From an optimization exercise on the open Yosys and OpenROAD flow, aimed at small area and a short achievable clock period; shortcuts taken in it are not production practice.
The RTL was checked by simulation tests, not by an equivalence proof against the original design.

delta:
## Q1S
module Q1S(a, b, clk, res);
  input clk;
  input [31:0] a;
  input [31:0] b;
  output [63:0] res;
  reg r1_0;
  reg r1_1;
  reg r1_2;
  reg r1_3;
  reg r1_4;
  reg r1_5;
  reg r1_6;
  reg r1_7;
  reg r1_8;
  reg r1_9;
  reg r1_10;
  reg r1_11;
  reg r1_12;
  reg r1_13;
  reg r1_14;
  reg r1_15;
  reg r1_16;
  reg r1_17;
  reg r1_18;
  reg r1_19;
  reg r1_20;
  reg r1_21;
  reg r1_22;
  reg r1_23;
  reg r1_24;
  reg r1_25;
  reg r1_26;
  reg r1_27;
  reg r1_28;
  reg r1_29;
  reg r1_30;
  reg r1_31;
  wire g1;
  wire p2;
  wire g3;
  wire p4;
  wire g5;
  wire p6;
  wire g7;
  wire p8;
  wire g9;
  wire p10;
  wire g11;
  wire p12;
  wire g13;
  wire p14;
  wire g15;
  wire p16;
  wire g17;
  wire p18;
  wire g19;
  wire p20;
  wire g21;
  wire p22;
  wire g23;
  wire p24;
  wire g25;
  wire p26;
  wire g27;
  wire p28;
  wire g29;
  wire p30;
  wire g31;
  wire p32;
  wire g33;
  wire p34;
  wire g35;
  wire p36;
  wire g37;
  wire p38;
  wire g39;
  wire p40;
  wire g41;
  wire p42;
  wire g43;
  wire p44;
  wire g45;
  wire p46;
  wire g47;
  wire p48;
  wire g49;
  wire p50;
  wire g51;
  wire p52;
  wire g53;
  wire p54;
  wire g55;
  wire p56;
  wire g57;
  wire p58;
  wire g59;
  wire p60;
  wire g61;
  wire p62;
  wire G63;
  wire P64;
  wire G65;
  wire P66;
  wire G67;
  wire P68;
  wire G69;
  wire P70;
  wire G71;
  wire P72;
  wire G73;
  wire P74;
  wire G75;
  wire P76;
  wire G77;
  wire P78;
  wire G79;
  wire P80;
  wire G81;
  wire P82;
  wire G83;
  wire P84;
  wire G85;
  wire P86;
  wire G87;
  wire P88;
  wire G89;
  wire P90;
  wire G91;
  wire P92;
  wire G93;
  wire P94;
  wire G95;
  wire P96;
  wire G97;
  wire P98;
  wire G99;
  wire P100;
  wire G101;
  wire P102;
  wire G103;
  wire P104;
  wire G105;
  wire P106;
  wire G107;
  wire P108;
  wire G109;
  wire P110;
  wire G111;
  wire P112;
  wire G113;
  wire P114;
  wire G115;
  wire P116;
  wire G117;
  wire P118;
  wire G119;
  wire P120;
  wire G121;
  wire P122;
  wire G123;
  wire P124;
  wire G125;
  wire P126;
  wire G127;
  wire P128;
  wire G129;
  ...
Size: about 130 I/O pins, about 34000 sq um of cells after synthesis.
Settings: LEC_CHECK=0, CAP_MARGIN=20, CORE_MARGIN=2, CORE_UTILIZATION=55, CTS_CLUSTER_DIAMETER=90, CTS_CLUSTER_SIZE=24, SETUP_SLACK_MARGIN=4.9, SLEW_MARGIN=20; clock period 7.5 ns.
standard.sh (not shown) runs the stock make flow with config.mk's settings and CLKGATE_MAP_FILE= SYNTH_SCRIPT=/design/flow/synth_recipe.tcl, a recipe that flattens the netlist after the stock synthesis.
==> flow/flow/run.sh <==
#!/bin/bash
# The standard layout with two changes:
# - one extra step between synthesis and floorplan: flow/polarity.py picks the
#   polarity of each full-adder cell so that fewer inverters are needed
#   (FA(~a,~b,~c) = ~FA(a,b,c); xor2 and xnor2 swap to absorb input or output
#   inversions); registers are untouched.
# - the port buffers that placement inserts on every input and output are
#   buf_1 cells (timing repair still resizes them where needed).
set -euo pipefail
cd "$(dirname "$0")/.."
R="$PWD/orfs/results/${FLOW_PLATFORM:-sky130hd}/Q1S/base"
export BUFFER_PORTS_ARGS="-buffer_cell sky130_fd_sc_hd__buf_1"
bash standard.sh "$R/1_2_yosys.v" > synth.log 2>&1
cp "$R/1_2_yosys.v" synth_netlist_before_polarity.v
python3 flow/polarity.py "$R/1_2_yosys.v" > polarity.log 2>&1
bash standard.sh > layout.log 2>&1
Other scripts of this flow, unchanged in this note and not shown: flow/flow/polarity.py
--- input diff delta..beta ---
Settings: changing CTS_CLUSTER_DIAMETER from 90 to 100; changing CTS_CLUSTER_SIZE from 24 to 20.
==> flow/flow/run.sh <==
#!/bin/bash
# The standard layout, with one extra step between synthesis and floorplan:
# flow/polarity.py picks the polarity of each full-adder cell so that fewer
# inverters are needed (FA(~a,~b,~c) = ~FA(a,b,c); xor2 and xnor2 swap to absorb
# input or output inversions); registers are untouched.
set -euo pipefail
cd "$(dirname "$0")/.."
R="$PWD/orfs/results/${FLOW_PLATFORM:-sky130hd}/Q1S/base"
bash standard.sh "$R/1_2_yosys.v" > synth.log 2>&1
cp "$R/1_2_yosys.v" synth_netlist_before_polarity.v
python3 flow/polarity.py "$R/1_2_yosys.v" > polarity.log 2>&1
bash standard.sh > layout.log 2>&1
### Flow results
- From delta to beta the numbers moved as follows: buffer count excluding the clock tree in the final layout went down 5.1%; wire length held; area overhead of the layout relative to synthesis went up 0.32 points; logic depth of the worst setup path including buffers went down 1.

## separate check: timing with driven ports
Ports are ideal in the flow. The routed layouts listed here were re-timed in OpenROAD. Step 1, drivers: a clkbuf_16 drives clk and a buf_2 each remaining input, both assumed. Step 2, shift: input delay + t, output delay - t, t = (earliest + latest rising clock arrival at the registers) / 2. This alone moves slack from input paths to output paths. Three values: no drivers, after step 1, after step 2; two values: the first two.
run | t, ns | setup slack, ns | worst hold slack (ns) | worst register clock-pin slew, ns | pins driven straight from the clock port
delta | 0.695 | 4.782 / 4.782 / 4.782 | 0.334 / 0.334 / 0.334 | 0.10 / 0.10 | 1
beta | 0.649 | 4.842 / 4.842 / 4.842 | 0.308 / 0.308 / 0.308 | 0.09 / 0.09 | 1
After both steps setup and hold are still met in every run listed.
